Source: an optimization exercise on an open RTL-to-GDS flow (aim: small area, a short achievable clock period and few clock cycles per item). Production flows keep margins and buffers that such runs may drop. The RTL was checked by simulation tests, not by an equivalence proof against the original design. Power and IR drop assume default switching activity.

===== flow/flow/run.sh =====
#!/bin/bash
# The standard layout, with small buffers on the ports instead of the
# delay buffers buffer_ports picks by default. Make output goes to flow_make.log.
set -euo pipefail
export BUFFER_PORTS_ARGS="-buffer_cell sky130_fd_sc_hd__buf_2"
bash standard.sh DONT_USE_CELLS="sky130_fd_sc_hd__lpflow_bleeder_1 sky130_fd_sc_hd__lpflow_clkbufkapwr_1 sky130_fd_sc_hd__lpflow_clkbufkapwr_16 sky130_fd_sc_hd__lpflow_clkbufkapwr_2 sky130_fd_sc_hd__lpflow_clkbufkapwr_4 sky130_fd_sc_hd__lpflow_clkbufkapwr_8 sky130_fd_sc_hd__lpflow_clkinvkapwr_1 sky130_fd_sc_hd__lpflow_clkinvkapwr_16 sky130_fd_sc_hd__lpflow_clkinvkapwr_2 sky130_fd_sc_hd__lpflow_clkinvkapwr_4 sky130_fd_sc_hd__lpflow_clkinvkapwr_8 sky130_fd_sc_hd__lpflow_decapkapwr_12 sky130_fd_sc_hd__lpflow_decapkapwr_3 sky130_fd_sc_hd__lpflow_decapkapwr_4 sky130_fd_sc_hd__lpflow_decapkapwr_6 sky130_fd_sc_hd__lpflow_decapkapwr_8 sky130_fd_sc_hd__lpflow_inputiso0n_1 sky130_fd_sc_hd__lpflow_inputiso0p_1 sky130_fd_sc_hd__lpflow_inputiso1n_1 sky130_fd_sc_hd__lpflow_inputiso1p_1 sky130_fd_sc_hd__lpflow_inputisolatch_1 sky130_fd_sc_hd__lpflow_isobufsrc_1 sky130_fd_sc_hd__lpflow_isobufsrc_16 sky130_fd_sc_hd__lpflow_isobufsrc_2 sky130_fd_sc_hd__lpflow_isobufsrc_4 sky130_fd_sc_hd__lpflow_isobufsrc_8 sky130_fd_sc_hd__lpflow_isobufsrckapwr_16 sky130_fd_sc_hd__lpflow_lsbuf_lh_hl_isowell_tap_1 sky130_fd_sc_hd__lpflow_lsbuf_lh_hl_isowell_tap_2 sky130_fd_sc_hd__lpflow_lsbuf_lh_hl_isowell_tap_4 sky130_fd_sc_hd__lpflow_lsbuf_lh_isowell_4 sky130_fd_sc_hd__lpflow_lsbuf_lh_isowell_tap_1 sky130_fd_sc_hd__lpflow_lsbuf_lh_isowell_tap_2 sky130_fd_sc_hd__lpflow_lsbuf_lh_isowell_tap_4 sky130_fd_sc_hd__probe_p_8 sky130_fd_sc_hd__probec_p_8  sky130_fd_sc_hd__xor3_1 sky130_fd_sc_hd__xor3_2 sky130_fd_sc_hd__xor3_4 sky130_fd_sc_hd__xnor3_1 sky130_fd_sc_hd__xnor3_2 sky130_fd_sc_hd__xnor3_4" finish > flow_make.log 2>&1

===== flow/standard.sh =====
#!/bin/bash
# synth_recipe.tcl (not shown) runs the flow's synth.tcl, then flattens the netlist and writes it again
# the make line also repeats each setting of config.mk as NAME=value (left out here)
make -C /OpenROAD-flow-scripts/flow DESIGN_CONFIG=/design/flow/config.mk WORK_HOME=/design/flow/orfs CLKGATE_MAP_FILE= SYNTH_SCRIPT=/design/flow/synth_recipe.tcl "${@:-finish}"

===== flow/config.mk =====
export PLATFORM = sky130hd
export DESIGN_NAME = DES_Core
export DESIGN_NICKNAME = DES_Core
export VERILOG_FILES = /design/flow/design.v
export SDC_FILE = /design/flow/constraint.sdc
export NUM_CORES = 4
export LEC_CHECK = 0
export CAP_MARGIN = 20
export CORE_MARGIN = 2
export CORE_UTILIZATION = 40
export SLEW_MARGIN = 20

===== flow/constraint.sdc =====
create_clock -name core_clock -period 5.0 [get_ports {clk}]
set_input_delay 1.0000 -clock core_clock [delete_from_list [all_inputs] [get_ports {clk}]]
set_output_delay 1.0000 -clock core_clock [all_outputs]
set_load 0.01 [all_outputs]

===== flow/design.v =====
`timescale 1ns / 1ps
module DES_Core(
    input wire clk,
    input wire reset,
    input wire start_i,
    input wire [63:0] plaintext_i,
    input wire [63:0] key_i,
    output reg [63:0] ciphertext_o,
    output reg done_o
    );
    wire s0, s1, s2, s3, s4, s5, s6, s7, s8, s9, s10, s11, s12, s13, s14, s15, s16, s17, s18, s19, s20, s21, s22, s23, s24, s25, s26, s27, s28, s29, s30, s31, s32, s33, s34, s35, s36, s37, s38, s39, s40, s41, s42, s43, s44, s45, s46, s47, s48, s49, s50, s51, s52, s53, s54, s55, s56, s57, s58, s59, s60, s61, s62, s63, s64, s65, s66, s67, s68, s69, s70, s71, s72, s73, s74, s75, s76, s77, s78, s79, s80, s81, s82, s83, s84, s85, s86, s87, s88, s89, s90, s91, s92, s93, s94, s95, s96, s97, s98, s99, s100, s101, s102, s103, s104, s105, s106, s107, s108, s109, s110, s111, s112, s113, s114, s115, s116, s117, s118, s119, s120, s121, s122, s123, s124, s125, s126, s127, s128, s129, s130, s131, s132, s133, s134, s135, s136, s137, s138, s139, s140, s141, s142, s143, s144, s145, s146, s147, s148, s149, s150, s151, s152, s153, s154, s155, s156, s157, s158, s159, s160, s161, s162, s163, s164, s165, s166, s167, s168, s169, s170, s171, s172, s173, s174, s175, s176, s177, s178, s179, s180, s181, s182, s183, s184, s185, s186, s187, s188, s189, s190, s191, s192, s193, s194, s195, s196, s197, s198, s199, s200, s201, s202, s203, s204, s205, s206, s207, s208, s209, s210, s211, s212, s213, s214, s215, s216, s217, s218, s219, s220, s221, s222, s223, s224, s225, s226, s227, s228, s229, s230, s231, s232, s233, s234, s235, s236, s237, s238, s239, s240, s241, s242, s243, s244, s245, s246, s247, s248, s249, s250, s251, s252, s253, s254, s255, s256, s257, s258, s259, s260, s261, s262, s263, s264, s265, s266, s267, s268, s269, s270, s271, s272, s273, s274, s275, s276, s277, s278, s279, s280, s281, s282, s283, s284, s285, s286, s287, s288, s289, s290, s291, s292, s293, s294, s295, s296, s297, s298, s299, s300, s301, s302, s303, s304, s305, s306, s307, s308, s309, s310, s311, s312, s313, s314, s315, s316, s317, s318, s319, s320, s321, s322, s323, s324, s325, s326, s327, s328, s329, s330, s331, s332, s333, s334, s335, s336, s337, s338, s339, s340, s341, s342, s343, s344, s345, s346, s347, s348, s349, s350, s351, s352, s353, s354, s355, s356, s357, s358, s359, s360, s361, s362, s363, s364, s365, s366, s367, s368, s369, s370, s371, s372, s373, s374, s375, s376, s377, s378, s379, s380, s381, s382, s383, s384, s385, s386, s387, s388, s389, s390, s391, s392, s393, s394, s395, s396, s397, s398, s399, s400, s401, s402, s403, s404, s405, s406, s407, s408, s409, s410, s411, s412, s413, s414, s415, s416, s417, s418, s419, s420, s421, s422, s423, s424, s425, s426, s427, s428, s429, s430, s431, s432, s433, s434, s435, s436, s437, s438, s439, s440, s441, s442, s443, s444, s445, s446, s447, s448, s449, s450, s451, s452, s453, s454, s455, s456, s457, s458, s459, s460, s461, s462, s463, s464, s465, s466, s467, s468, s469, s470, s471, s472, s473, s474, s475, s476, s477, s478, s479, s480, s481, s482, s483, s484, s485, s486, s487, s488, s489, s490, s491, s492, s493, s494, s495, s496, s497, s498, s499, s500, s501, s502, s503, s504, s505, s506, s507, s508, s509, s510, s511, s512, s513, s514, s515, s516, s517, s518, s519, s520, s521, s522, s523, s524, s525, s526, s527, s528, s529, s530, s531, s532, s533, s534, s535, s536, s537, s538, s539, s540, s541, s542, s543, s544, s545, s546, s547;
    assign s0 = key_i[2] ^ key_i[60];
    assign s1 = key_i[1] ^ key_i[59];
    assign s2 = key_i[10] ^ key_i[28];
    assign s3 = key_i[3] ^ key_i[5];
    assign s4 = key_i[4] ^ key_i[6];
    assign s5 = key_i[7] ^ key_i[9];
    assign s6 = key_i[8] ^ key_i[24];
    assign s7 = key_i[11] ^ key_i[13];
    assign s8 = key_i[12] ^ key_i[14];
    assign s9 = key_i[0] ^ key_i[58];
    assign s10 = key_i[15] ^ key_i[17];
    assign s11 = key_i[18] ^ key_i[56];
    assign s12 = key_i[19] ^ key_i[61];
    assign s13 = key_i[16] ^ key_i[20];
    assign s14 = key_i[25] ^ key_i[55];
    assign s15 = key_i[27] ^ key_i[57];
    assign s16 = key_i[23] ^ key_i[63];
    assign s17 = key_i[26] ^ key_i[62];
    assign s18 = key_i[21] ^ s12;
    assign s19 = key_i[22] ^ s2;
    assign s20 = key_i[29] ^ s5;
    assign s21 = key_i[53] ^ s7;
    assign s22 = key_i[54] ^ s8;
    assign s23 = s6 ^ s9;
    assign s24 = key_i[20] ^ s17;
    assign s25 = key_i[30] ^ s0;
    assign s26 = key_i[63] ^ s10;
    assign s27 = s1 ^ s3;
    assign s28 = s15 ^ s16;
    assign s29 = plaintext_i[63] ^ key_i[31];
    assign s30 = key_i[6] ^ s13;
    assign s31 = key_i[16] ^ s4;
    assign s32 = key_i[17] ^ s14;
    assign s33 = s0 ^ s11;
    assign s34 = plaintext_i[6] ^ key_i[5];
    assign s35 = plaintext_i[10] ^ key_i[9];
    assign s36 = plaintext_i[14] ^ key_i[13];
    assign s37 = plaintext_i[15] ^ key_i[14];
    assign s38 = plaintext_i[30] ^ key_i[21];
    assign s39 = key_i[0] ^ key_i[8];
    assign s40 = key_i[2] ^ key_i[4];
    assign s41 = key_i[12] ^ key_i[54];
    assign s42 = key_i[52] ^ key_i[58];
    assign s43 = plaintext_i[8] ^ s1;
    assign s44 = key_i[7] ^ s3;
    assign s45 = plaintext_i[39] ^ s18;
    assign s46 = key_i[11] ^ s20;
    assign s47 = key_i[24] ^ s22;
    assign s48 = key_i[51] ^ s21;
    assign s49 = plaintext_i[0] ^ key_i[3];
    assign s50 = plaintext_i[3] ^ key_i[62];
    assign s51 = plaintext_i[4] ^ key_i[57];
    assign s52 = plaintext_i[12] ^ key_i[15];
    assign s53 = plaintext_i[16] ^ key_i[19];
    assign s54 = plaintext_i[22] ^ key_i[11];
    assign s55 = plaintext_i[35] ^ key_i[61];
    assign s56 = key_i[18] ^ key_i[60];
    assign s57 = key_i[50] ^ key_i[52];
    assign s58 = plaintext_i[1] ^ s40;
    assign s59 = plaintext_i[5] ^ s4;
    assign s60 = plaintext_i[21] ^ s2;
    assign s61 = plaintext_i[33] ^ s14;
    assign s62 = plaintext_i[51] ^ s5;
    assign s63 = plaintext_i[59] ^ s10;
    assign s64 = key_i[0] ^ s11;
    assign s65 = key_i[56] ^ s57;
    assign s66 = s1 ^ s34;
    assign s67 = plaintext_i[2] ^ s27;
    assign s68 = plaintext_i[7] ^ s30;
    assign s69 = plaintext_i[9] ^ s23;
    assign s70 = plaintext_i[18] ^ s32;
    assign s71 = plaintext_i[31] ^ s25;
    assign s72 = plaintext_i[60] ^ s19;
    assign s73 = s12 ^ s21;
    assign s74 = s22 ^ s42;
    assign s75 = plaintext_i[0] ^ plaintext_i[26];
    assign s76 = plaintext_i[1] ^ plaintext_i[13];
    assign s77 = plaintext_i[2] ^ plaintext_i[28];
    assign s78 = plaintext_i[3] ^ plaintext_i[38];
    assign s79 = plaintext_i[4] ^ plaintext_i[28];
    assign s80 = plaintext_i[5] ^ plaintext_i[31];
    assign s81 = plaintext_i[7] ^ plaintext_i[19];
    assign s82 = plaintext_i[8] ^ plaintext_i[24];
    assign s83 = plaintext_i[10] ^ key_i[3];
    assign s84 = plaintext_i[11] ^ plaintext_i[17];
    assign s85 = plaintext_i[12] ^ plaintext_i[18];
    assign s86 = plaintext_i[13] ^ plaintext_i[29];
    assign s87 = plaintext_i[16] ^ key_i[25];
    assign s88 = plaintext_i[17] ^ plaintext_i[25];
    assign s89 = plaintext_i[17] ^ plaintext_i[52];
    assign s90 = plaintext_i[19] ^ plaintext_i[25];
    assign s91 = plaintext_i[19] ^ key_i[4];
    assign s92 = plaintext_i[20] ^ plaintext_i[55];
    assign s93 = plaintext_i[22] ^ plaintext_i[57];
    assign s94 = plaintext_i[23] ^ plaintext_i[29];
    assign s95 = plaintext_i[23] ^ key_i[12];
    assign s96 = plaintext_i[24] ^ key_i[59];
    assign s97 = plaintext_i[26] ^ key_i[15];
    assign s98 = plaintext_i[26] ^ key_i[23];
    assign s99 = plaintext_i[27] ^ plaintext_i[62];
    assign s100 = plaintext_i[30] ^ key_i[63];
    assign s101 = plaintext_i[33] ^ key_i[9];
    assign s102 = plaintext_i[34] ^ key_i[26];
    assign s103 = plaintext_i[34] ^ key_i[62];
    assign s104 = plaintext_i[37] ^ key_i[5];
    assign s105 = plaintext_i[38] ^ key_i[14];
    assign s106 = plaintext_i[42] ^ key_i[22];
    assign s107 = plaintext_i[43] ^ key_i[1];
    assign s108 = plaintext_i[43] ^ key_i[57];
    assign s109 = plaintext_i[45] ^ key_i[13];
    assign s110 = plaintext_i[47] ^ key_i[19];
    assign s111 = plaintext_i[47] ^ key_i[25];
    assign s112 = plaintext_i[49] ^ key_i[59];
    assign s113 = plaintext_i[53] ^ key_i[1];
    assign s114 = plaintext_i[54] ^ key_i[16];
    assign s115 = plaintext_i[61] ^ key_i[21];
    assign s116 = key_i[8] ^ key_i[52];
    assign s117 = key_i[10] ^ key_i[60];
    assign s118 = plaintext_i[9] ^ s6;
    assign s119 = plaintext_i[11] ^ s2;
    assign s120 = plaintext_i[20] ^ s36;
    assign s121 = plaintext_i[32] ^ s0;
    assign s122 = plaintext_i[36] ^ s6;
    assign s123 = plaintext_i[40] ^ s13;
    assign s124 = plaintext_i[42] ^ s4;
    assign s125 = plaintext_i[46] ^ s17;
    assign s126 = plaintext_i[48] ^ s8;
    assign s127 = plaintext_i[50] ^ s39;
    assign s128 = plaintext_i[51] ^ s7;
    assign s129 = plaintext_i[56] ^ s8;
    assign s130 = key_i[16] ^ s80;
    assign s131 = key_i[23] ^ s29;
    assign s132 = key_i[26] ^ s41;
    assign s133 = key_i[29] ^ s16;
    assign s134 = key_i[29] ^ s54;
    assign s135 = key_i[30] ^ s41;
    assign s136 = key_i[53] ^ s53;
    assign s137 = key_i[61] ^ s83;
    assign s138 = key_i[62] ^ s56;
    assign s139 = s11 ^ s37;
    assign s140 = s14 ^ s49;
    assign s141 = s35 ^ s87;
    assign s142 = plaintext_i[27] ^ s31;
    assign s143 = plaintext_i[29] ^ s24;
    assign s144 = plaintext_i[40] ^ s59;
    assign s145 = plaintext_i[41] ^ s28;
    assign s146 = plaintext_i[41] ^ s32;
    assign s147 = plaintext_i[52] ^ s23;
    assign s148 = plaintext_i[54] ^ s25;
    assign s149 = plaintext_i[55] ^ s26;
    assign s150 = plaintext_i[56] ^ s33;
    assign s151 = plaintext_i[57] ^ s27;
    assign s152 = plaintext_i[58] ^ s31;
    assign s153 = key_i[22] ^ s24;
    assign s154 = key_i[27] ^ s20;
    assign s155 = s7 ^ s44;
    assign s156 = s28 ^ s43;
    assign s157 = s30 ^ s105;
    assign s158 = s37 ^ s60;
    assign s159 = s64 ^ s117;
    assign s160 = s65 ^ s132;
    assign s161 = plaintext_i[44] ^ s69;
    assign s162 = s33 ^ s153;
    assign s163 = s44 ^ s48;
    assign s164 = s46 ^ s63;
    assign s165 = s46 ^ s115;
    assign s166 = s47 ^ s159;
    assign s167 = plaintext_i[40] ^ plaintext_i[60];
    assign s168 = s2 ^ s91;
    assign s169 = s114 ^ s167;
    assign s170 = s23 ^ s121;
    assign s171 = s168 ^ s169;
    assign s172 = s160 ^ s170;
    assign s173 = s171 ^ s172;
    assign s174 = plaintext_i[61] ^ s15;
    assign s175 = s92 ^ s101;
    assign s176 = s27 ^ s174;
    assign s177 = s175 ^ s48;
    assign s178 = s146 ^ s176;
    assign s179 = s177 ^ s178;
    assign s180 = plaintext_i[62] ^ s102;
    assign s181 = s60 ^ s124;
    assign s182 = s180 ^ s74;
    assign s183 = s150 ^ s181;
    assign s184 = s182 ^ s183;
    assign s185 = key_i[15] ^ s29;
    assign s186 = s55 ^ s93;
    assign s187 = s108 ^ s133;
    assign s188 = s185 ^ s186;
    assign s189 = s187 ^ s188;
    assign s190 = s163 ^ s189;
    assign s191 = plaintext_i[23] ^ plaintext_i[32];
    assign s192 = plaintext_i[44] ^ s191;
    assign s193 = s122 ^ s192;
    assign s194 = s74 ^ s152;
    assign s195 = s193 ^ s194;
    assign s196 = key_i[53] ^ s5;
    assign s197 = s96 ^ s104;
    assign s198 = s109 ^ s61;
    assign s199 = s63 ^ s196;
    assign s200 = s197 ^ s198;
    assign s201 = s199 ^ s200;
    assign s202 = plaintext_i[25] ^ plaintext_i[34];
    assign s203 = key_i[30] ^ s11;
    assign s204 = s116 ^ s202;
    assign s205 = s125 ^ s203;
    assign s206 = s204 ^ s72;
    assign s207 = s157 ^ s205;
    assign s208 = s206 ^ s207;
    assign s209 = plaintext_i[35] ^ plaintext_i[39];
    assign s210 = key_i[53] ^ s10;
    assign s211 = s15 ^ s98;
    assign s212 = s110 ^ s209;
    assign s213 = s210 ^ s211;
    assign s214 = s212 ^ s213;
    assign s215 = s165 ^ s214;
    assign s216 = plaintext_i[48] ^ key_i[18];
    assign s217 = key_i[58] ^ s99;
    assign s218 = s216 ^ s19;
    assign s219 = s122 ^ s123;
    assign s220 = s135 ^ s217;
    assign s221 = s218 ^ s219;
    assign s222 = s220 ^ s221;
    assign s223 = plaintext_i[28] ^ plaintext_i[37];
    assign s224 = key_i[9] ^ s112;
    assign s225 = s223 ^ s131;
    assign s226 = s224 ^ s73;
    assign s227 = s146 ^ s225;
    assign s228 = s226 ^ s227;
    assign s229 = plaintext_i[32] ^ plaintext_i[38];
    assign s230 = plaintext_i[42] ^ plaintext_i[50];
    assign s231 = s229 ^ s230;
    assign s232 = s231 ^ s143;
    assign s233 = s166 ^ s232;
    assign s234 = key_i[15] ^ s15;
    assign s235 = s100 ^ s107;
    assign s236 = s61 ^ s128;
    assign s237 = s234 ^ s235;
    assign s238 = s45 ^ s236;
    assign s239 = s237 ^ s238;
    assign s240 = plaintext_i[31] ^ plaintext_i[44];
    assign s241 = plaintext_i[52] ^ key_i[0];
    assign s242 = s0 ^ s103;
    assign s243 = s240 ^ s241;
    assign s244 = s123 ^ s242;
    assign s245 = s243 ^ s47;
    assign s246 = s244 ^ s245;
    assign s247 = plaintext_i[41] ^ key_i[21];
    assign s248 = s55 ^ s109;
    assign s249 = s113 ^ s247;
    assign s250 = s26 ^ s140;
    assign s251 = s248 ^ s249;
    assign s252 = s250 ^ s251;
    assign s253 = plaintext_i[36] ^ key_i[14];
    assign s254 = s106 ^ s114;
    assign s255 = s253 ^ s58;
    assign s256 = s64 ^ s125;
    assign s257 = s254 ^ s255;
    assign s258 = s256 ^ s257;
    assign s259 = plaintext_i[37] ^ key_i[55];
    assign s260 = s108 ^ s110;
    assign s261 = s259 ^ s260;
    assign s262 = s67 ^ s149;
    assign s263 = s261 ^ s262;
    assign s264 = plaintext_i[44] ^ plaintext_i[48];
    assign s265 = s4 ^ s9;
    assign s266 = s13 ^ s78;
    assign s267 = s264 ^ s265;
    assign s268 = s266 ^ s150;
    assign s269 = s267 ^ s268;
    assign s270 = plaintext_i[45] ^ plaintext_i[49];
    assign s271 = key_i[7] ^ key_i[17];
    assign s272 = s51 ^ s270;
    assign s273 = s271 ^ s272;
    assign s274 = s45 ^ s151;
    assign s275 = s273 ^ s274;
    assign s276 = plaintext_i[46] ^ plaintext_i[50];
    assign s277 = plaintext_i[58] ^ s6;
    assign s278 = s276 ^ s277;
    assign s279 = s144 ^ s278;
    assign s280 = s162 ^ s279;
    assign s281 = plaintext_i[6] ^ plaintext_i[59];
    assign s282 = s3 ^ s111;
    assign s283 = s281 ^ s18;
    assign s284 = s62 ^ s282;
    assign s285 = s145 ^ s283;
    assign s286 = s284 ^ s285;
    assign s287 = plaintext_i[7] ^ plaintext_i[48];
    assign s288 = s287 ^ s24;
    assign s289 = s124 ^ s72;
    assign s290 = s147 ^ s288;
    assign s291 = s289 ^ s290;
    assign s292 = plaintext_i[43] ^ plaintext_i[49];
    assign s293 = plaintext_i[53] ^ key_i[5];
    assign s294 = s292 ^ s293;
    assign s295 = s294 ^ s156;
    assign s296 = s165 ^ s295;
    assign s297 = plaintext_i[50] ^ plaintext_i[62];
    assign s298 = key_i[6] ^ key_i[12];
    assign s299 = s297 ^ s298;
    assign s300 = s19 ^ s299;
    assign s301 = s148 ^ s300;
    assign s302 = s161 ^ s301;
    assign s303 = plaintext_i[45] ^ plaintext_i[55];
    assign s304 = key_i[25] ^ s1;
    assign s305 = s303 ^ s20;
    assign s306 = s128 ^ s131;
    assign s307 = s137 ^ s304;
    assign s308 = s305 ^ s306;
    assign s309 = s307 ^ s308;
    assign s310 = plaintext_i[32] ^ plaintext_i[46];
    assign s311 = s40 ^ s310;
    assign s312 = s119 ^ s129;
    assign s313 = s311 ^ s147;
    assign s314 = s312 ^ s313;
    assign s315 = plaintext_i[53] ^ key_i[29];
    assign s316 = s7 ^ s52;
    assign s317 = s101 ^ s111;
    assign s318 = s315 ^ s316;
    assign s319 = s317 ^ s151;
    assign s320 = s318 ^ s319;
    assign s321 = plaintext_i[13] ^ key_i[10];
    assign s322 = s102 ^ s321;
    assign s323 = s126 ^ s322;
    assign s324 = s148 ^ s152;
    assign s325 = s323 ^ s324;
    assign s326 = plaintext_i[14] ^ plaintext_i[59];
    assign s327 = s55 ^ s112;
    assign s328 = s326 ^ s327;
    assign s329 = s149 ^ s155;
    assign s330 = s328 ^ s329;
    assign s331 = plaintext_i[15] ^ plaintext_i[36];
    assign s332 = plaintext_i[60] ^ s331;
    assign s333 = s31 ^ s127;
    assign s334 = s129 ^ s138;
    assign s335 = s332 ^ s333;
    assign s336 = s334 ^ s335;
    assign s337 = plaintext_i[16] ^ plaintext_i[57];
    assign s338 = plaintext_i[61] ^ key_i[1];
    assign s339 = key_i[13] ^ s12;
    assign s340 = s104 ^ s337;
    assign s341 = s338 ^ s26;
    assign s342 = s62 ^ s339;
    assign s343 = s340 ^ s341;
    assign s344 = s342 ^ s343;
    assign s345 = plaintext_i[58] ^ plaintext_i[62];
    assign s346 = key_i[18] ^ s2;
    assign s347 = s39 ^ s89;
    assign s348 = s345 ^ s25;
    assign s349 = s346 ^ s347;
    assign s350 = s157 ^ s348;
    assign s351 = s349 ^ s350;
    assign s352 = plaintext_i[18] ^ key_i[3];
    assign s353 = s29 ^ s113;
    assign s354 = s352 ^ s353;
    assign s355 = s45 ^ s354;
    assign s356 = s164 ^ s355;
    assign s357 = plaintext_i[28] ^ key_i[15];
    assign s358 = key_i[49] ^ key_i[51];
    assign s359 = s54 ^ s357;
    assign s360 = s358 ^ s62;
    assign s361 = s136 ^ s140;
    assign s362 = s359 ^ s156;
    assign s363 = s360 ^ s361;
    assign s364 = s362 ^ s363;
    assign s365 = key_i[10] ^ s13;
    assign s366 = s89 ^ s94;
    assign s367 = s58 ^ s365;
    assign s368 = s366 ^ s69;
    assign s369 = s160 ^ s367;
    assign s370 = s368 ^ s369;
    assign s371 = plaintext_i[24] ^ plaintext_i[53];
    assign s372 = s15 ^ s35;
    assign s373 = s38 ^ s371;
    assign s374 = s372 ^ s373;
    assign s375 = s48 ^ s67;
    assign s376 = s70 ^ s374;
    assign s377 = s375 ^ s376;
    assign s378 = plaintext_i[54] ^ s4;
    assign s379 = s8 ^ s50;
    assign s380 = s90 ^ s65;
    assign s381 = s119 ^ s378;
    assign s382 = s379 ^ s71;
    assign s383 = s380 ^ s381;
    assign s384 = s382 ^ s383;
    assign s385 = s51 ^ s52;
    assign s386 = s75 ^ s92;
    assign s387 = s385 ^ s386;
    assign s388 = s387 ^ s163;
    assign s389 = plaintext_i[5] ^ plaintext_i[21];
    assign s390 = plaintext_i[56] ^ key_i[8];
    assign s391 = s76 ^ s389;
    assign s392 = s390 ^ s391;
    assign s393 = s74 ^ s142;
    assign s394 = s392 ^ s393;
    assign s395 = key_i[51] ^ key_i[55];
    assign s396 = s10 ^ s34;
    assign s397 = s36 ^ s77;
    assign s398 = s93 ^ s395;
    assign s399 = s18 ^ s396;
    assign s400 = s397 ^ s398;
    assign s401 = s154 ^ s399;
    assign s402 = s400 ^ s401;
    assign s403 = plaintext_i[3] ^ plaintext_i[58];
    assign s404 = s94 ^ s116;
    assign s405 = s403 ^ s19;
    assign s406 = s139 ^ s404;
    assign s407 = s68 ^ s405;
    assign s408 = s406 ^ s407;
    assign s409 = key_i[23] ^ s38;
    assign s410 = s51 ^ s82;
    assign s411 = s136 ^ s409;
    assign s412 = s410 ^ s411;
    assign s413 = s164 ^ s412;
    assign s414 = s42 ^ s56;
    assign s415 = s88 ^ s118;
    assign s416 = s130 ^ s135;
    assign s417 = s414 ^ s72;
    assign s418 = s415 ^ s416;
    assign s419 = s417 ^ s418;
    assign s420 = plaintext_i[6] ^ plaintext_i[61];
    assign s421 = key_i[59] ^ s35;
    assign s422 = s75 ^ s420;
    assign s423 = s133 ^ s421;
    assign s424 = s422 ^ s70;
    assign s425 = s73 ^ s423;
    assign s426 = s424 ^ s425;
    assign s427 = plaintext_i[1] ^ plaintext_i[11];
    assign s428 = key_i[30] ^ s81;
    assign s429 = s99 ^ s427;
    assign s430 = s24 ^ s428;
    assign s431 = s429 ^ s430;
    assign s432 = s166 ^ s431;
    assign s433 = plaintext_i[20] ^ s16;
    assign s434 = s29 ^ s52;
    assign s435 = s77 ^ s43;
    assign s436 = s433 ^ s434;
    assign s437 = s73 ^ s435;
    assign s438 = s436 ^ s437;
    assign s439 = plaintext_i[9] ^ plaintext_i[21];
    assign s440 = s13 ^ s50;
    assign s441 = s86 ^ s439;
    assign s442 = s121 ^ s440;
    assign s443 = s441 ^ s47;
    assign s444 = s442 ^ s443;
    assign s445 = plaintext_i[4] ^ plaintext_i[22];
    assign s446 = s36 ^ s38;
    assign s447 = s445 ^ s26;
    assign s448 = s61 ^ s137;
    assign s449 = s446 ^ s447;
    assign s450 = s448 ^ s449;
    assign s451 = plaintext_i[11] ^ plaintext_i[23];
    assign s452 = key_i[4] ^ key_i[54];
    assign s453 = s9 ^ s103;
    assign s454 = s451 ^ s452;
    assign s455 = s130 ^ s139;
    assign s456 = s453 ^ s454;
    assign s457 = s455 ^ s456;
    assign s458 = plaintext_i[0] ^ plaintext_i[12];
    assign s459 = plaintext_i[24] ^ plaintext_i[35];
    assign s460 = key_i[55] ^ key_i[57];
    assign s461 = s53 ^ s458;
    assign s462 = s459 ^ s460;
    assign s463 = s26 ^ s66;
    assign s464 = s461 ^ s462;
    assign s465 = s463 ^ s464;
    assign s466 = plaintext_i[36] ^ s9;
    assign s467 = s76 ^ s88;
    assign s468 = s33 ^ s466;
    assign s469 = s467 ^ s68;
    assign s470 = s468 ^ s469;
    assign s471 = plaintext_i[2] ^ plaintext_i[14];
    assign s472 = plaintext_i[37] ^ key_i[3];
    assign s473 = key_i[7] ^ s98;
    assign s474 = s471 ^ s472;
    assign s475 = s18 ^ s43;
    assign s476 = s473 ^ s474;
    assign s477 = s70 ^ s475;
    assign s478 = s476 ^ s477;
    assign s479 = plaintext_i[15] ^ plaintext_i[27];
    assign s480 = s78 ^ s91;
    assign s481 = s479 ^ s118;
    assign s482 = s480 ^ s481;
    assign s483 = s162 ^ s482;
    assign s484 = plaintext_i[20] ^ s3;
    assign s485 = s79 ^ s28;
    assign s486 = s141 ^ s484;
    assign s487 = s45 ^ s485;
    assign s488 = s486 ^ s487;
    assign s489 = plaintext_i[21] ^ key_i[56];
    assign s490 = s9 ^ s84;
    assign s491 = s489 ^ s19;
    assign s492 = s490 ^ s143;
    assign s493 = s144 ^ s491;
    assign s494 = s492 ^ s493;
    assign s495 = key_i[7] ^ s38;
    assign s496 = s85 ^ s66;
    assign s497 = s134 ^ s495;
    assign s498 = s145 ^ s496;
    assign s499 = s497 ^ s498;
    assign s500 = plaintext_i[13] ^ key_i[6];
    assign s501 = key_i[28] ^ s81;
    assign s502 = s95 ^ s106;
    assign s503 = s500 ^ s23;
    assign s504 = s501 ^ s502;
    assign s505 = s71 ^ s503;
    assign s506 = s504 ^ s505;
    assign s507 = s5 ^ s49;
    assign s508 = s82 ^ s107;
    assign s509 = s28 ^ s120;
    assign s510 = s507 ^ s508;
    assign s511 = s509 ^ s510;
    assign s512 = plaintext_i[25] ^ s58;
    assign s513 = s158 ^ s512;
    assign s514 = s161 ^ s513;
    assign s515 = plaintext_i[45] ^ s97;
    assign s516 = s134 ^ s141;
    assign s517 = s515 ^ s67;
    assign s518 = s516 ^ s517;
    assign s519 = plaintext_i[46] ^ key_i[10];
    assign s520 = key_i[58] ^ s0;
    assign s521 = s50 ^ s84;
    assign s522 = s95 ^ s519;
    assign s523 = s520 ^ s521;
    assign s524 = s522 ^ s142;
    assign s525 = s523 ^ s524;
    assign s526 = plaintext_i[47] ^ key_i[17];
    assign s527 = key_i[61] ^ key_i[63];
    assign s528 = s79 ^ s85;
    assign s529 = s96 ^ s526;
    assign s530 = s527 ^ s528;
    assign s531 = s529 ^ s155;
    assign s532 = s530 ^ s531;
    assign s533 = s39 ^ s86;
    assign s534 = s90 ^ s59;
    assign s535 = s126 ^ s138;
    assign s536 = s533 ^ s534;
    assign s537 = s535 ^ s536;
    assign s538 = plaintext_i[49] ^ key_i[19];
    assign s539 = s97 ^ s100;
    assign s540 = s538 ^ s66;
    assign s541 = s120 ^ s539;
    assign s542 = s154 ^ s540;
    assign s543 = s541 ^ s542;
    assign s544 = plaintext_i[27] ^ s127;
    assign s545 = s68 ^ s71;
    assign s546 = s158 ^ s544;
    assign s547 = s545 ^ s546;
    wire [63:0] result;
    assign result[0] = s173;
    assign result[1] = s179;
    assign result[2] = s184;
    assign result[3] = s190;
    assign result[4] = s195;
    assign result[5] = s201;
    assign result[6] = s208;
    assign result[7] = s215;
    assign result[8] = s222;
    assign result[9] = s228;
    assign result[10] = s233;
    assign result[11] = s239;
    assign result[12] = s246;
    assign result[13] = s252;
    assign result[14] = s258;
    assign result[15] = s263;
    assign result[16] = s269;
    assign result[17] = s275;
    assign result[18] = s280;
    assign result[19] = s286;
    assign result[20] = s291;
    assign result[21] = s296;
    assign result[22] = s302;
    assign result[23] = s309;
    assign result[24] = s314;
    assign result[25] = s320;
    assign result[26] = s325;
    assign result[27] = s330;
    assign result[28] = s336;
    assign result[29] = s344;
    assign result[30] = s351;
    assign result[31] = s356;
    assign result[32] = s364;
    assign result[33] = s370;
    assign result[34] = s377;
    assign result[35] = s384;
    assign result[36] = s388;
    assign result[37] = s394;
    assign result[38] = s402;
    assign result[39] = s408;
    assign result[40] = s413;
    assign result[41] = s419;
    assign result[42] = s426;
    assign result[43] = s432;
    assign result[44] = s438;
    assign result[45] = s444;
    assign result[46] = s450;
    assign result[47] = s457;
    assign result[48] = s465;
    assign result[49] = s470;
    assign result[50] = s478;
    assign result[51] = s483;
    assign result[52] = s488;
    assign result[53] = s494;
    assign result[54] = s499;
    assign result[55] = s506;
    assign result[56] = s511;
    assign result[57] = s514;
    assign result[58] = s518;
    assign result[59] = s525;
    assign result[60] = s532;
    assign result[61] = s537;
    assign result[62] = s543;
    assign result[63] = s547;
    reg busy;
    always @(posedge clk or posedge reset) begin
        if (reset) begin
            busy <= 1'b0;
            done_o <= 1'b0;
        end else begin
            busy <= start_i;
            done_o <= busy;
        end
    end
    always @(posedge clk) begin
        if (start_i)
            ciphertext_o <= result;
    end
endmodule

==> run notes, run 1 <==
Syn Inst Count 660; Setup TNS 0 ps; RSZ-0062 raised after global routing false; Hold Path Cell Cnt 0; area delta synth->final 18.2%; antenna-violating nets left 0; syn avg cell area 11.1 um^2; Fin. Hold Viols 0; Routed Wire Length 20.4 mm; clock sinks 66; Worst R2R Setup Slack 4530 ps; gpl congestion 0.925; CP Max Fanout 5; setup ws final 2550 ps; maximum vdd drop 209 uV; MaxCap Viol Count 0; Worst Reg-to-Reg Cells 0; CTS resizes 0; core area 18000 um^2; Post-Syn Nets 791; post-synthesis async set-or-reset flop share 3.03%; switch share 36.0%; Post-Route Skew 0.0563 ps; drt pass-1 iters 4; Hold WC Path Type reg -> reg; hold_sp busy$_DFF_PP0_; power density over the cells 458 nW/um^2; DRC viols 0; vias in the first global route 5175; most frequent cell after synthesis xnor2_1; switching power 1.42 mW; Critical R2R Launch busy$_DFF_PP0_; initial antenna violation count 0; minimum clock period 2450 ps; Post-layout nets 938; I/O pins 196; Mapped Area 7300 um^2; Rel. slew slack 50.9%; first-pass GRT wire length 31.0 mm; CTS buffer count 9; Port Buf Inserts 178; CP endpoint kind flop; Via density 4.66; Comb power frac 54.3%; vias 4845; Setup crit start kind input port; die area 19400 um^2; die extent in y 139 um; hold endpoint done_o$_DFF_PP0_; total track usage 21.5%; largest cells by area after synthesis xnor2_1 55%, edfxtp_1 26%, xor2_1 6.8%, xnor2_2 5.8%, xnor2_4 2.3%; sequential power share 27.5%; register area share after synthesis 27.0%; largest net degree at the start of global routing 36; critical path type in -> reg; Critical Path RT 5080 ps; share of Yosys cell area claimed by the top area cell type 55.0%; Max H-tree Level 3; count of different cell masters after synthesis 10; cell internal pwr 2.53 mW; Synth top cells by count 459 x xnor2_1, 64 x edfxtp_1, 57 x xor2_1; fin crit share 49.1%; Reg2Reg Capture Point done_o$_DFF_PP0_; Clk Latency, worst-skew pair 340 ps; layout cells sized above 1 27.9%; die width 139 um; Post-synth EDFFs 64; CTS Root Cell clkbuf_16; final slew viol count 0; detailed placement HPWL 17.3 mm; Iteration-0 DRC Markers 291; Longest Clk Path Bufs 2; global route overflow 0; setup violators final 0; CTS tree built; Cell Rows 49; FF+latch count, synth 66; setup bufs post-CTS 0; wire per inst 19.6 um; Ys Warns 1; outcome complete, no violations; worst endpoint data arrival time 2530 ps; # diodes 0; Lkg Pwr 2.98 nW; Max Clk Rate 407 MHz; hold buffer count at cts 0; clock power share 18.2%; register clock-pin slew on the reported worst setup and hold paths 50 ps; Initial Util 40.7%; Yosys top cell by area xnor2_1; worst slack, placed 2260 ps; commonest register cell after synthesis edfxtp_1; Fillers 1719; Least-Margin Pin Slew 737 ps
worst max-delay path by stage:
stage,from,to,cells past startpoint
finish,key_i[2],ciphertext_o[33]$_DFFE_PP_,6
global route,key_i[6],ciphertext_o[37]$_DFFE_PP_,6
CTS,key_i[2],ciphertext_o[33]$_DFFE_PP_,6
detailed placement,key_i[6],ciphertext_o[37]$_DFFE_PP_,6
global placement,key_i[6],ciphertext_o[37]$_DFFE_PP_,6
floorplan,key_i[59],ciphertext_o[1]$_DFFE_PP_,6
power by group through the flow:
stage / Clock (mW) / Sequential, mW / Combinational [mW]
5_1_grt: 0.763 / 1.12 / 2.32
3_5_place_dp: 0 / 1.10 / 2.16
2_1_floorplan: 0 / 1.22 / 1.42
3_3_place_gp: 0 / 1.10 / 2.15
4_1_cts: 0.736 / 1.09 / 2.17
6_report: 0.720 / 1.09 / 2.15
layout by cell type (no fill, tap or decap):
master	synthesis	layout
clkbuf_16	0	9
buf_4	0	1
clkinv_4	0	1
xor2_1	57	57
buf_2	22	178
dfrtp_1	2	2
clkinv_1	0	2
edfxtp_1	64	64
xnor2_1	459	459
xnor2_4	6	6
bufinv_16	0	3
xnor2_2	26	26
inv_1	1	1
xor2_2	2	2
per-stage QoR:
| step | hold slack (ps) | cell area [um^2] | cells | utilization (%) | total power [mW] |
|---|---|---|---|---|---|
| 2_1_floorplan | 331 | 7300 | 660 | - | 2.64 |
| 3_3_place_gp | 337 | 8300 | 1025 | 46.2 | 3.24 |
| 3_5_place_dp | 341 | 8300 | 1025 | 46.2 | 3.26 |
| 4_1_cts | 353 | 8630 | 1040 | 48.1 | 4.00 |
| 5_1_grt | 378 | 8630 | 1040 | 48.1 | 4.20 |
| 6_report | 353 | 8630 | 1040 | 48.1 | 3.96 |
state kept, by name, summed over array words and instances (netlist names):
name / flops
ciphertext_o: 64
done_o: 1
busy: 1
critical path: stages:
cell and delay (ps):
buf_2 220, xnor2_1 170, xnor2_1 580, xnor2_1 200
xnor2_1 240, xnor2_1 120
layout make-up:
class	instances	area (um^2)	area share [%]
clock buffer	9	225	2.61
sequential	66	1970	22.8
timing repair buffer	179	898	10.4
tap	229	287	3.32
inverter	1	3.75	0.0435
multi-input combinational	550	5140	59.5
clock inverter	6	106	1.23
metal layers:
| layer | global-route usage (%) | routed length, um | part of all wire, % | vias up |
|---|---|---|---|---|
| li1 | - | - | - | 2312 |
| met2 | 36.1 | 9940 | 49 | 196 |
| met4 | 8.03 | 597 | 2.9 | 0 |
| met1 | 27.6 | 8650 | 42 | 2299 |
| met5 | 0 | 0 | 0 | - |
| met3 | 3.97 | 1240 | 6.1 | 38 |
cells by family (layout without fill, tap and decap cells):
group                     Yosys count  in the layout  synth area share [%]
DFF                                66             66                  27.0
xor gates and xnor gates          550            550                  70.4
buffers and inverters              44            195                  2.64
Testbench counts, summed over its fixed seeds: cycles 4,808, blocks 2,400.
==> run 2: changes to the inputs <==
--- a/flow/config.mk
+++ b/flow/config.mk
@@ -8,4 +8,5 @@
 export CAP_MARGIN = 20
 export CORE_MARGIN = 2
 export CORE_UTILIZATION = 40
+export SETUP_SLACK_MARGIN = 2.9
 export SLEW_MARGIN = 20
==> run 2 against run 1 <==
Critical path depth increased by 1. Global-route usage rose by 1.6 points. Synthesized area unchanged. Fmax increased by 15%. Largest power group unchanged.
==> run notes, run 2 <==
CP endpoint kind flop; share of Yosys cell area claimed by the top area cell type 55.0% (unchanged); most frequent cell after synthesis xnor2_1; CTS tree built; largest net degree at the start of global routing 44 (+22%); global route overflow 0 (unchanged); Post-Place Cell Area 9020 um^2 (+8.6%); Ys Warns 1 (unchanged); layout cells sized above 1 47.7% (+20 points); Mapped Area 7300 um^2 (unchanged); MaxCap Viol Count 0 (unchanged); Post-layout nets 992 (+5.8%); switch share 36.9% (+0.88 points); Syn Inst Count 660 (unchanged); detailed placement HPWL 18.5 mm (+6.6%); Hold WC Path Type reg -> reg; Yosys top cell by area xnor2_1; hold_sp busy$_DFF_PP0_; FF+latch count, synth 66 (unchanged); main combinational cell family by area after synthesis XOR/XNOR gates; Synth top cells by count 459 x xnor2_1, 64 x edfxtp_1, 57 x xor2_1; Routed Wire Length 22.4 mm (+9.4%); Fin. Hold Viols 0 (unchanged); final slew viol count 0 (unchanged); Critical Path RT 5070 ps (about the same); Max H-tree Level 3 (unchanged); Clk Latency, worst-skew pair 330 ps (about the same); worst endpoint data arrival time 2200 ps (-330 ps); CTS Root Cell clkbuf_16; Rel. slew slack 54.7% (+3.8 points); max reg flops 64 (unchanged); mux contribution to synthesized area 0% (unchanged); register area share after synthesis 27.0% (unchanged); Lkg Pwr 4.11 nW (+38%); most common cell after layout, fill and taps aside xnor2_1; drt pass-1 iters 5 (+1); sequential power share 24.1% (-3.4 points); Finished Layout Cells 1095 (+5.3%); count of different cell masters after synthesis 10 (unchanged); outcome complete, no violations; wire per inst 20.4 um (+3.9%); Least-Margin Pin Slew 680 ps (-57.0 ps); Post-synth EDFFs 64 (unchanged); Via density 4.64 (-0.38%); setup violators final 0 (unchanged); dpl cells 1025 (unchanged); RSZ-0062 raised after global routing true; minimum clock period 2130 ps (-323 ps); CP Max Fanout 5 (unchanged); crit path launch key_i[24]; Max Clk Rate 469 MHz (+15%); die extent in y 139 um (unchanged); post-synthesis async set-or-reset flop share 3.03% (unchanged); Synth Area in Adders 0% (unchanged); Cell Rows 49 (unchanged); DRC viols 0 (unchanged); clock power share 16.0% (-2.2 points); post-route cell area 10900 um^2 (+27%); power density over the cells 406 nW/um^2 (-11%); die area 19400 um^2 (unchanged); Comb power frac 59.9% (+5.6 points); Setup crit start kind input port; most frequent cells in the layout 339 x xnor2_1, 144 x buf_2, 96 x xnor2_2; Setup TNS 0 ps (unchanged); Port Buf Inserts 178 (unchanged); critical path type in -> reg; Longest Clk Path Bufs 2 (unchanged); I/O pins 196 (unchanged); cell internal pwr 2.80 mW (+11%); area delta synth->final 49.7%; vias 5082 (+4.9%); switching power 1.64 mW (+15%); fin crit share 42.6% (-6.5 points); Biggest register ciphertext_o; CTS buffer count 9 (unchanged); initial antenna violation count 0 (unchanged); xor/xnor share of the synthesized area 70.4% (unchanged); largest cells by area after synthesis xnor2_1 55%, edfxtp_1 26%, xor2_1 6.8%, xnor2_2 5.8%, xnor2_4 2.3%; register clock-pin slew on the reported worst setup and hold paths 50 ps (about the same); first-pass GRT wire length 32.6 mm (+5.3%); post-synthesis compound-gate area fraction 0% (unchanged); Simple-Gate Fraction of Synth Area 0% (unchanged); core area 18000 um^2 (unchanged); # diodes 0 (unchanged); Critical R2R Launch busy$_DFF_PP0_; Iteration-0 DRC Markers 329 (+13%); gpl congestion 0.924 (-0.11%); die width 139 um (unchanged); syn avg cell area 11.1 um^2 (unchanged); commonest register cell after synthesis edfxtp_1; antenna-violating nets left 0 (unchanged); Post-Syn Nets 791 (unchanged); Post-Route Skew 0.134 ps (+0.0772 ps); vias in the first global route 5177 (+0.039%); clock sinks 66 (unchanged); Regs by FF count ciphertext_o: 64 flops, busy: 1 flops, done_o: 1 flops; Initial Util 40.7% (unchanged); total track usage 23.1% (+1.6 points); maximum vdd drop 209 uV (+0.25%)
## run 2: final timing paths
check	slack, ps	to	cells past startpoint
max	2870	ciphertext_o[8]$_DFFE_PP_	7
min	360	done_o$_DFF_PP0_	0
max reg2reg	4530	done_o$_DFF_PP0_	0
min reg2reg	360	done_o$_DFF_PP0_	0
max in group asynchronous	4380	busy$_DFF_PP0_	2
min in group asynchronous	510	done_o$_DFF_PP0_	2
## run 2: cell type report
type                            instances  area (um^2)
Clock buffer                            9          225
Timing Repair Buffer                  233         1600
Clock inverter                          7         93.8
Inverter                                1         3.75
Tap cell                              229          287
Fill cell                            1513         7030
Sequential cell                        66         1970
Multi-Input combinational cell        550         6750
## run 2: through the flow
| step | worst slack [ps] | hold slack (ps) | total power [mW] | utilization, % |
|---|---|---|---|---|
| global route | 2820 | 376 | 4.68 | 60.9 |
| detailed placement | 2240 | 347 | 3.38 | 50.2 |
| finish | 2870 | 355 | 4.44 | 60.9 |
| global placement | 2240 | 338 | 3.36 | 50.2 |
| floorplan | 2640 | 331 | 2.77 | - |
| CTS | 2870 | 359 | 4.28 | 56.3 |
## run 2: critical path, stage by stage
cell and delay (ps):
clkbuf_4 160, xnor2_4 150, buf_12 150, xnor2_2 210
xnor2_1 120, xnor2_1 290, xnor2_1 120
## run 2: what timing repair did
action                                  CTS  global route
gates cloned                              0             0
resized for setup                        76           109
pin swaps                                45            71
endpoints found under the setup margin   98            53
setup buffers                            28            26
hold buffers                              0             0
## run 2: power by group through the flow
stage / clock network (mW) / registers, mW / logic [mW]
after global routing: 0.755 / 1.10 / 2.83
after global placement: 0 / 1.07 / 2.29
final: 0.709 / 1.07 / 2.66
after CTS: 0.734 / 1.07 / 2.47
after floorplan: 0 / 1.22 / 1.54
after detailed placement: 0 / 1.08 / 2.30
## run 2: logic make-up (layout without fill, tap and decap cells)
| kind of cell | Yosys count | after routing |
|---|---|---|
| xor gates and xnor gates | 550 | 550 |
| buffers and inverters | 44 | 250 |
| DFF | 66 | 66 |
## run 2: routing by layer
metal	global-route usage (%)	vias up	share of wire [%]
met5	0	-	0
met4	4.89	0	0.78
met3	3.14	10	5.8
met2	32.3	181	42
met1	37.4	2447	51
li1	-	2444	-
==> run 3: changes to the inputs <==
--- a/flow/config.mk
+++ b/flow/config.mk
@@ -8,5 +8,5 @@
 export CAP_MARGIN = 20
 export CORE_MARGIN = 2
 export CORE_UTILIZATION = 40
-export SETUP_SLACK_MARGIN = 2.9
+export CTS_BUF_LIST = sky130_fd_sc_hd__clkbuf_4 sky130_fd_sc_hd__clkbuf_8
 export SLEW_MARGIN = 20
==> run 3 against run 2 <==
Global-route usage down 1.7 points. Hold slack better by 1.2 ps. Count of clock-buffer cells in the layout stayed put. Via count down 4.6%. Combinational power fell by 19%. Critical path depth fell by 1. Largest power group unchanged. Total power decreased by 15%. Cell count decreased by 5.0%. Utilization is 13 points lower.
==> run notes, run 3 <==
worst hold margin 356 ps (+1.16 ps); Clk Latency, worst-skew pair 360 ps (+30 ps); detailed placement HPWL 17.3 mm (-6.2%); dpl cells 1025 (unchanged); Via density 4.66 (+0.40%); count of different cell masters after synthesis 10 (unchanged); I/O pins 196 (unchanged); Total Power 3.78 mW (-15%); highest-delay cell along the critical path xnor2_1; register area share after synthesis 27.0% (unchanged); Max Clk Rate 418 MHz (-11%); die area 19400 um^2 (unchanged); outcome complete, no violations; # diodes 0 (unchanged); commonest register cell after synthesis edfxtp_1; gpl congestion 0.925 (+0.11%); total track usage 21.4% (-1.7 points); CP Buf/Inv Count 1 (-1); Lkg Pwr 2.93 nW (-29%); CP delay by family, top XOR/XNOR gates; most frequent cell after synthesis xnor2_1; Longest Clk Path Bufs 2 (unchanged); area delta synth->final 16.8%; main combinational cell family by area after synthesis XOR/XNOR gates; antenna-violating nets left 0 (unchanged); Yosys top cell by area xnor2_1; wire per inst 19.6 um (-3.9%); area of the multi-input gates 5140 um^2 (-24%); Syn Inst Count 660 (unchanged); crit-path cells buf_2, xnor2_1, xnor2_1, xnor2_1, xnor2_1, xnor2_1; RSZ-0062 raised after global routing false; most common cell after layout, fill and taps aside xnor2_1; hold buffer count at cts 0 (unchanged); xor/xnor share of the synthesized area 70.4% (unchanged); Setup TNS 0 ps (unchanged); CP dominant cell by count xnor2_1; Post-Route Skew 0.0532 ps (-0.0803 ps); most frequent cells in the layout 459 x xnor2_1, 178 x buf_2, 64 x edfxtp_1; Setup crit start kind input port; CTS buffer count 9 (unchanged); DRC viols 0 (unchanged); MaxCap Viol Count 0 (unchanged); initial antenna violation count 0 (unchanged); Synth top cells by count 459 x xnor2_1, 64 x edfxtp_1, 57 x xor2_1; Regs by FF count ciphertext_o: 64 flops, busy: 1 flops, done_o: 1 flops; largest cells by area after synthesis xnor2_1 55%, edfxtp_1 26%, xor2_1 6.8%, xnor2_2 5.8%, xnor2_4 2.3%; Biggest register ciphertext_o; worst endpoint data arrival time 2500 ps (+300 ps); Finished Layout Cells 1040 (-5.0%); largest net degree at the start of global routing 36 (-18%); CTS resizes 0 (-100%); Simple-Gate Fraction of Synth Area 0% (unchanged); fin crit share 47.8% (+5.2 points); Post-synth EDFFs 64 (unchanged); critical path type in -> reg; Ys Warns 1 (unchanged); Cell Rows 49 (unchanged); share of Yosys cell area claimed by the top area cell type 55.0% (unchanged); Critical Path RT 5110 ps (+40 ps); vias 4846 (-4.6%); max reg flops 64 (unchanged); Hold WC Path Type reg -> reg; syn avg cell area 11.1 um^2 (unchanged); register clock-pin slew on the reported worst setup and hold paths 60 ps (about the same); global route overflow 0 (unchanged); Mapped Area 7300 um^2 (unchanged); vias in the first global route 5126 (-0.99%); power density over the cells 443 nW/um^2 (+9.3%); CP Max Fanout 5 (unchanged); Synth Area in Adders 0% (unchanged); Initial Util 40.7% (unchanged); drt pass-1 iters 4 (-1); Routed Wire Length 20.4 mm (-8.7%); CTS tree built; die width 139 um (unchanged); post-synthesis async set-or-reset flop share 3.03% (unchanged); clock sinks 66 (unchanged); CTS Root Cell clkbuf_8; Fillers 1733 (+15%); setup violators final 0 (unchanged); Post-layout nets 938 (-5.4%); setup bufs post-CTS 0 (-100%); Post-Syn Nets 791 (unchanged); post-synthesis compound-gate area fraction 0% (unchanged); maximum vdd drop 209 uV (-0.31%); minimum clock period 2390 ps (+259 ps); Max H-tree Level 3 (unchanged); Iteration-0 DRC Markers 269 (-18%); first-pass GRT wire length 30.8 mm (-5.4%); core area 18000 um^2 (unchanged); max incr delay on CP 590 ps (+300 ps); mux contribution to synthesized area 0% (unchanged); Fin. Hold Viols 0 (unchanged); final slew viol count 0 (unchanged); Reg area 1970 um^2 (unchanged); CP endpoint kind flop; layout cells sized above 1 27.9% (-20 points); Port Buf Inserts 178 (unchanged); Least-Margin Pin Slew 733 ps (+53.3 ps); FF+latch count, synth 66 (unchanged); die extent in y 139 um (unchanged); Rel. slew slack 51.1% (-3.6 points)
## run 3: kinds of logic (layout without fill, tap and decap cells)
kind of cell / count (synthesis) / in the layout
XOR/XNOR: 550 / 550
buffers and inverters: 44 / 195
flip-flops: 66 / 66
## run 3: final cells by class
| type | instances | share of cell area, % |
|---|---|---|
| Multi-Input combinational cell | 550 | 60.3 |
| Sequential cell | 66 | 23.1 |
| Timing Repair Buffer | 179 | 10.5 |
| Tap cell | 229 | 3.36 |
| Clock buffer | 9 | 1.45 |
| Clock inverter | 6 | 1.25 |
| Inverter | 1 | 0.0440 |
## run 3: metal layers
layer / track usage (%) / vias up / part of all wire [%]
met5: 0 / - / 0
met4: 7.66 / 0 / 2.3
met3: 3.45 / 30 / 6.2
met2: 36.3 / 184 / 49
met1: 27.6 / 2316 / 42
li1: - / 2316 / -
## run 3: final timing paths
| kind | start | to | slack (ps) | depth (start not counted) |
|---|---|---|---|---|
| max reg2reg | busy$_DFF_PP0_ | done_o$_DFF_PP0_ | 4530 | 0 |
| min in group asynchronous | reset | busy$_DFF_PP0_ | 470 | 2 |
| max in group asynchronous | reset | done_o$_DFF_PP0_ | 4420 | 2 |
| min reg2reg | busy$_DFF_PP0_ | done_o$_DFF_PP0_ | 360 | 0 |
| max | key_i[2] | ciphertext_o[33]$_DFFE_PP_ | 2610 | 6 |
| min | busy$_DFF_PP0_ | done_o$_DFF_PP0_ | 360 | 0 |
## run 3: where the power goes
| part | internal (mW) | switching, mW |
|---|---|---|
| Clock | 0.326 | 0.223 |
| Sequential | 1.00 | 0.0817 |
| Combinational | 1.04 | 1.10 |
| Total | 2.37 | 1.41 |
## run 3: per-stage QoR
stage               cell area (um^2)  setup slack [ps]  utilization [%]
floorplan                       7300              2560                -
global placement                8300              2240             46.2
detailed placement              8300              2260             46.2
CTS                             8530              2660             47.5
global route                    8530              2500             47.5
finish                          8530              2610             47.5
==> run 4: changes to the inputs <==
--- a/flow/config.mk
+++ b/flow/config.mk
@@ -9,4 +9,5 @@
 export CORE_MARGIN = 2
 export CORE_UTILIZATION = 40
 export CTS_BUF_LIST = sky130_fd_sc_hd__clkbuf_4 sky130_fd_sc_hd__clkbuf_8
+export SETUP_SLACK_MARGIN = 2.65
 export SLEW_MARGIN = 20
==> run 4 against run 3 <==
Worst setup slack improved by 72 ps. Non-clock buffer count increased by 4. Clock skew about the same. Clock power decreased by 28%. Sequential power about the same. Critical endpoint is now ciphertext_o[52]$_DFFE_PP_.
==> run notes, run 4 <==
Longest Clk Path Bufs 2 (unchanged); dpl cells 1025 (unchanged); total track usage 21.1% (-0.32 points); CTS Root Cell clkbuf_8; layout cells sized above 1 29.0% (+1.2 points); first-pass GRT wire length 30.5 mm (-1.2%); Routed Wire Length 20.2 mm (-1.0%); Iteration-0 DRC Markers 182 (-32%); max reg flops 64 (unchanged); hold buffer count at cts 0 (unchanged); Yosys top cell by area xnor2_1; Rel. slew slack 48.1% (-3.0 points); vias 4750 (-2.0%); CTS tree built; DRC viols 0 (unchanged); Post-Route Skew 0.0159 ps (-0.0373 ps); drt pass-1 iters 4 (unchanged); CP endpoint kind flop; Hold WC Path Type reg -> reg; register area share after synthesis 27.0% (unchanged); Setup TNS 0 ps (unchanged); fin crit share 46.4% (-1.4 points); I/O pins 196 (unchanged); power density over the cells 423 nW/um^2 (-4.5%); Fin. Hold Viols 0 (unchanged); die area 19400 um^2 (unchanged); Via density 4.55 (-2.5%); vias in the first global route 5073 (-1.0%); Initial Util 40.7% (unchanged); most common cell after layout, fill and taps aside xnor2_1; Lkg Pwr 2.95 nW (+0.74%); die extent in y 139 um (unchanged); largest cells by area after synthesis xnor2_1 55%, edfxtp_1 26%, xor2_1 6.8%, xnor2_2 5.8%, xnor2_4 2.3%; setup violators final 0 (unchanged); post-synthesis async set-or-reset flop share 3.03% (unchanged); Port Buf Inserts 178 (unchanged); Post-synth EDFFs 64 (unchanged); antenna-violating nets left 0 (unchanged); Max Clk Rate 431 MHz (+3.1%); most frequent cells in the layout 455 x xnor2_1, 178 x buf_2, 64 x edfxtp_1; Synth top cells by count 459 x xnor2_1, 64 x edfxtp_1, 57 x xor2_1; die width 139 um (unchanged); Setup crit start kind input port; maximum vdd drop 209 uV (+0.14%); Finished Layout Cells 1045 (+0.48%); initial antenna violation count 1 (+1); syn avg cell area 11.1 um^2 (unchanged); wire per inst 19.3 um (-1.5%); minimum clock period 2320 ps (-72.2 ps); Biggest register ciphertext_o; Critical Path RT 5120 ps (about the same); FF+latch count, synth 66 (unchanged); detailed placement HPWL 17.3 mm (about the same); area delta synth->final 17.7%; outcome complete, no violations; register clock-pin slew on the reported worst setup and hold paths 80 ps (+20 ps); core area 18000 um^2 (unchanged); RSZ-0062 raised after global routing false; critical path type in -> reg; Syn Inst Count 660 (unchanged); count of different cell masters after synthesis 10 (unchanged); Post-Syn Nets 791 (unchanged); worst hold margin 349 ps (-7.76 ps); final slew viol count 0 (unchanged); share of Yosys cell area claimed by the top area cell type 55.0% (unchanged); Ys Warns 1 (unchanged); Cell Rows 49 (unchanged); Least-Margin Pin Slew 778 ps (+45.0 ps); clock sinks 66 (unchanged); most frequent cell after synthesis xnor2_1; gpl congestion 0.896 (-3.1%); Max H-tree Level 3 (unchanged); worst endpoint data arrival time 2440 ps (-60 ps); # diodes 0 (unchanged); global route overflow 0 (unchanged); Worst R2R Setup Slack 4540 ps (about the same); Regs by FF count ciphertext_o: 64 flops, busy: 1 flops, done_o: 1 flops; Clk Latency, worst-skew pair 360 ps (about the same); CP Max Fanout 6 (+1); Mapped Area 7300 um^2 (unchanged); MaxCap Viol Count 0 (unchanged); commonest register cell after synthesis edfxtp_1; Post-layout nets 942 (+0.43%); largest net degree at the start of global routing 34 (-5.6%); CTS buffer count 9 (unchanged)
## run 4: cell type report
cell class | instances | area [um^2]
Fill cell | 1709 | 9370
Multi-Input combinational cell | 550 | 5240
Sequential cell | 66 | 1970
Timing Repair Buffer | 183 | 928
Tap cell | 229 | 287
Clock buffer | 10 | 131
Clock inverter | 6 | 33.8
Inverter | 1 | 3.75
## run 4: cell families (layout without fill, tap and decap cells)
kind of cell	Yosys count	count (layout)	share of synthesized area, %
flip-flops	66	66	27.0
buffers and inverters	44	200	2.64
XOR/XNOR	550	550	70.4
## run 4: metrics by stage
| stage | cell area, um^2 | setup slack, ps | power (mW) | util (%) |
|---|---|---|---|---|
| 2_1_floorplan | 7360 | 2640 | 2.65 | - |
| 3_3_place_gp | 8350 | 2270 | 3.26 | 46.5 |
| 3_5_place_dp | 8350 | 2280 | 3.27 | 46.5 |
| 4_1_cts | 8520 | 2680 | 3.68 | 47.4 |
| 5_1_grt | 8600 | 2660 | 3.87 | 47.9 |
| 6_report | 8600 | 2680 | 3.64 | 47.9 |
## run 4: worst paths after layout
path | to | from | cells past startpoint
setup reg to reg | done_o$_DFF_PP0_ | busy$_DFF_PP0_ | 0
hold reg to reg | done_o$_DFF_PP0_ | busy$_DFF_PP0_ | 0
setup / recovery | ciphertext_o[52]$_DFFE_PP_ | key_i[57] | 6
min in group asynchronous | busy$_DFF_PP0_ | reset | 2
max in group asynchronous | done_o$_DFF_PP0_ | reset | 2
hold / removal | done_o$_DFF_PP0_ | busy$_DFF_PP0_ | 0
## run 4: worst max-delay path, stage by stage
cell and delay [ps]:
buf_2 190, xnor2_2 300, xnor2_1 210, xnor2_1 420
xnor2_1 170, xnor2_1 150
## run 4: metal layers
layer,up-vias,routed length (um),GRT usage (%)
li1,2326,-,-
met1,2255,8710,26.1
met2,148,10300,38.1
met3,19,868,3.21
met4,2,268,5.69
met5,-,16,0
## run 4: report_power, final
| group | switching, mW | internal, mW | total, mW | leakage [nW] |
|---|---|---|---|---|
| clock | 0.215 | 0.181 | 0.396 | 0.0845 |
| combinational | 1.11 | 1.06 | 2.17 | 2.22 |
| sequential | 0.0711 | 1.00 | 1.07 | 0.650 |
| total | 1.40 | 2.24 | 3.64 | 2.95 |
## run 4: timing repair
item / 4_1_cts / 5_1_grt
resized for setup: 0 / 5
endpoints found under the hold margin: 0 / 0
setup buffers: 0 / 4
setup endpoints to repair: 0 / 8
==> run 5: changes to the inputs <==
--- a/flow/config.mk
+++ b/flow/config.mk
@@ -7,7 +7,7 @@
 export LEC_CHECK = 0
 export CAP_MARGIN = 20
 export CORE_MARGIN = 2
-export CORE_UTILIZATION = 40
+export CORE_UTILIZATION = 65
 export CTS_BUF_LIST = sky130_fd_sc_hd__clkbuf_4 sky130_fd_sc_hd__clkbuf_8
-export SETUP_SLACK_MARGIN = 2.65
+export PLACE_DENSITY = 0.75
 export SLEW_MARGIN = 20
==> run 5 against run 4 <==
Sequential share of layout area increased by 0.50 points. Critical path depth stayed put. Cell count is 8.9% lower. Via count rose by 4.4%. Non-clock buffer count fell by 4. Die area fell by 37%. Clock skew is essentially flat. Total power up 3.5%. Critical path type unchanged. Cell area decreased by 2.2%. First-iteration DRC count grew 120%. Still clean on timing, DRC and antenna. Register-to-register slack got worse by 20 ps. Clock power grew 33%.
==> run notes, run 5 <==
outcome complete, no violations; post-synthesis async set-or-reset flop share 3.03% (unchanged); Mapped Area 7300 um^2 (unchanged); CTS tree built; worst endpoint data arrival time 2640 ps (+200 ps); Finished Layout Cells 952 (-8.9%); Max Clk Rate 399 MHz (-7.5%); Post-synth EDFFs 64 (unchanged); most frequent cells in the layout 459 x xnor2_1, 178 x buf_2, 64 x edfxtp_1; power density over the cells 448 nW/um^2 (+5.8%); register area share after synthesis 27.0% (unchanged); post-route cell area 8410 um^2 (-2.2%); setup ws final 2490 ps (-189 ps); final slew viol count 0 (unchanged); gpl congestion 1.01 (+13%); Reg area 1970 um^2 (unchanged); fin crit share 50.1% (+3.8 points); core area 10900 um^2 (-39%); Top Metal Used met4; MaxCap Viol Count 0 (unchanged); Least-Margin Pin Slew 740 ps (-38.1 ps); Post-Place Cell Area 8190 um^2 (-2.0%); syn avg cell area 11.1 um^2 (unchanged); Clk Latency, worst-skew pair 370 ps (about the same); Max H-tree Level 3 (unchanged); Hold WC Path Type reg -> reg; Initial Util 67.1% (+26 points); largest cells by area after synthesis xnor2_1 55%, edfxtp_1 26%, xor2_1 6.8%, xnor2_2 5.8%, xnor2_4 2.3%; Fin. Hold Viols 0 (unchanged); Fillers 727 (-57%); Setup crit start kind input port; Critical R2R Launch busy$_DFF_PP0_; vias 4960 (+4.4%); CTS Root Cell clkbuf_8; die extent in y 110 um (-21%); max incr delay on CP 520 ps (+100 ps); worst hold margin 365 ps (+16.4 ps); first-pass GRT wire length 27.9 mm (-8.3%); crit path launch key_i[55]; setup bufs post-CTS 0 (unchanged); largest net degree at the start of global routing 53 (+56%); vias in the first global route 4794 (-5.5%); Regs by FF count ciphertext_o: 64 flops, busy: 1 flops, done_o: 1 flops; Biggest register ciphertext_o; critical path type in -> reg; Longest Clk Path Bufs 2 (unchanged); Cell Rows 38 (-22%); utilization after layout 77.3% (+29 points); global route overflow 0 (unchanged); Port Buf Inserts 178 (unchanged); share of Yosys cell area claimed by the top area cell type 55.0% (unchanged); Routed Wire Length 19.0 mm (-6.1%); clock sinks 66 (unchanged); initial antenna violation count 0 (-1); commonest register cell after synthesis edfxtp_1; antenna-violating nets left 0 (unchanged); CP endpoint kind flop; die width 110 um (-21%); CP Max Fanout 4 (-2); die area 12100 um^2 (-37%); Rel. slew slack 50.3% (+2.2 points); dpl cells 936 (-8.7%); # diodes 0 (unchanged); RSZ-0062 raised after global routing false; Via density 5.21 (+15%); layout cells sized above 1 28.2% (-0.84 points); Post-Route Skew 0.384 ps (+0.369 ps); Setup TNS 0 ps (unchanged); highest-delay cell along the critical path xnor2_1; count of different cell masters after synthesis 10 (unchanged); Ys Warns 1 (unchanged); area of the multi-input gates 5140 um^2 (-1.9%); Post-Syn Nets 791 (unchanged); Yosys top cell by area xnor2_1; Synth top cells by count 459 x xnor2_1, 64 x edfxtp_1, 57 x xor2_1; I/O pins 196 (unchanged); hold buffer count at cts 0 (unchanged); Post-layout nets 938 (-0.42%); area delta synth->final 15.2%; maximum vdd drop 327 uV (+56%); FF+latch count, synth 66 (unchanged); register clock-pin slew on the reported worst setup and hold paths 90 ps (about the same); Met1 Wirelength 8.91 mm (+2.3%); Total Power 3.77 mW (+3.5%); crit-path cells buf_2, xnor2_2, xnor2_1, xnor2_1, xnor2_1, xnor2_1; CP dominant cell by count xnor2_1; detailed placement HPWL 15.9 mm (-8.4%); worst slack, placed 2200 ps (-77.4 ps); Syn Inst Count 660 (unchanged); drt pass-1 iters 5 (+1); wire per inst 19.9 um (+3.1%); max reg flops 64 (unchanged); CTS resizes 0 (unchanged); total track usage 32.6% (+12 points); most common cell after layout, fill and taps aside xnor2_1; Lkg Pwr 2.92 nW (-1.1%); minimum clock period 2510 ps (+189 ps); met2 wire length 7.93 mm (-23%); hold_sp busy$_DFF_PP0_; Critical Path RT 5130 ps (about the same); setup violators final 0 (unchanged); WL met3 1.91 mm (+120%); CTS buffer count 9 (unchanged); Iteration-0 DRC Markers 405 (+120%); most frequent cell after synthesis xnor2_1; DRC viols 0 (unchanged)
==> run 5: changes by cell type in the layout (fill, tap and decap cells not counted) <==
cell,before,now
buf_4,5,1
bufinv_16,0,2
clkinv_1,2,0
clkinv_2,2,0
clkinvlp_4,1,3
xnor2_1,455,459
xnor2_2,25,26
xnor2_4,11,6
xor2_1,55,57
xor2_2,4,2
==> run 5: layout make-up <==
class | count | area share, %
multi-input combinational | 550 | 61.1
sequential | 66 | 23.4
timing repair buffer | 179 | 10.7
tap | 140 | 2.08
clock buffer | 10 | 1.56
clock inverter | 6 | 1.09
inverter | 1 | 0.0446
==> run 5: power breakdown <==
part / total [mW] / leakage (nW) / switching, mW / internal, mW
clock: 0.528 / 0.102 / 0.241 / 0.287
combinational: 2.18 / 2.17 / 1.14 / 1.04
sequential: 1.06 / 0.650 / 0.0571 / 1.00
total: 3.77 / 2.92 / 1.44 / 2.33
==> run 5: final timing paths <==
| kind | to | slack [ps] | cells past startpoint |
|---|---|---|---|
| min in group asynchronous | done_o$_DFF_PP0_ | 470 | 2 |
| max in group asynchronous | busy$_DFF_PP0_ | 4420 | 2 |
| worst max register to register | done_o$_DFF_PP0_ | 4520 | 0 |
| worst min-delay path | done_o$_DFF_PP0_ | 370 | 0 |
| worst min register to register | done_o$_DFF_PP0_ | 370 | 0 |
| worst max-delay path | ciphertext_o[42]$_DFFE_PP_ | 2490 | 6 |
==> run 5: critical path, delay by kind of cell <==
| family | cells | cell delay [ps] |
|---|---|---|
| xor+xnor | 5 | 1500 |
| buf+inv | 1 | 130 |
==> run 5: logic make-up (layout without fill, tap and decap cells) <==
logic type / after synthesis / count (layout) / share of synthesized area (%)
XOR/XNOR: 550 / 550 / 70.4
buffers and inverters: 44 / 196 / 2.64
flip-flops: 66 / 66 / 27.0
==> run 5: metal layers <==
metal	up-vias	GRT usage (%)
met4	0	7.05
met2	278	46.0
met1	2343	51.4
met5	-	0
li1	2319	-
met3	20	5.94

## afterwards: timing with drivers on the ports
The results above use ideal ports. As a check the final layouts listed here were re-extracted and re-timed, cells and wires unchanged.
Step 1, drivers: a clkbuf_16 drives clk and a buf_2 each remaining input, both assumed.
Step 2 also shifts input and output timing later by t, the mid clock arrival at the registers, as if the neighbouring blocks saw the same clock.
Three values: ideal ports, drivers, drivers and shift; two values: the first two.
| run | t, ns | setup WS [ns] |
|---|---|---|
| run 1 | 0.385 | 2.546 / 2.568 / 2.183 |
| run 2 | 0.380 | 2.868 / 2.889 / 2.510 |
| run 3 | 0.409 | 2.609 / 2.617 / 2.208 |
| run 4 | 0.403 | 2.682 / 2.701 / 2.298 |
| run 5 | 0.409 | 2.493 / 2.507 / 2.097 |
After both steps every run listed still meets setup and hold.
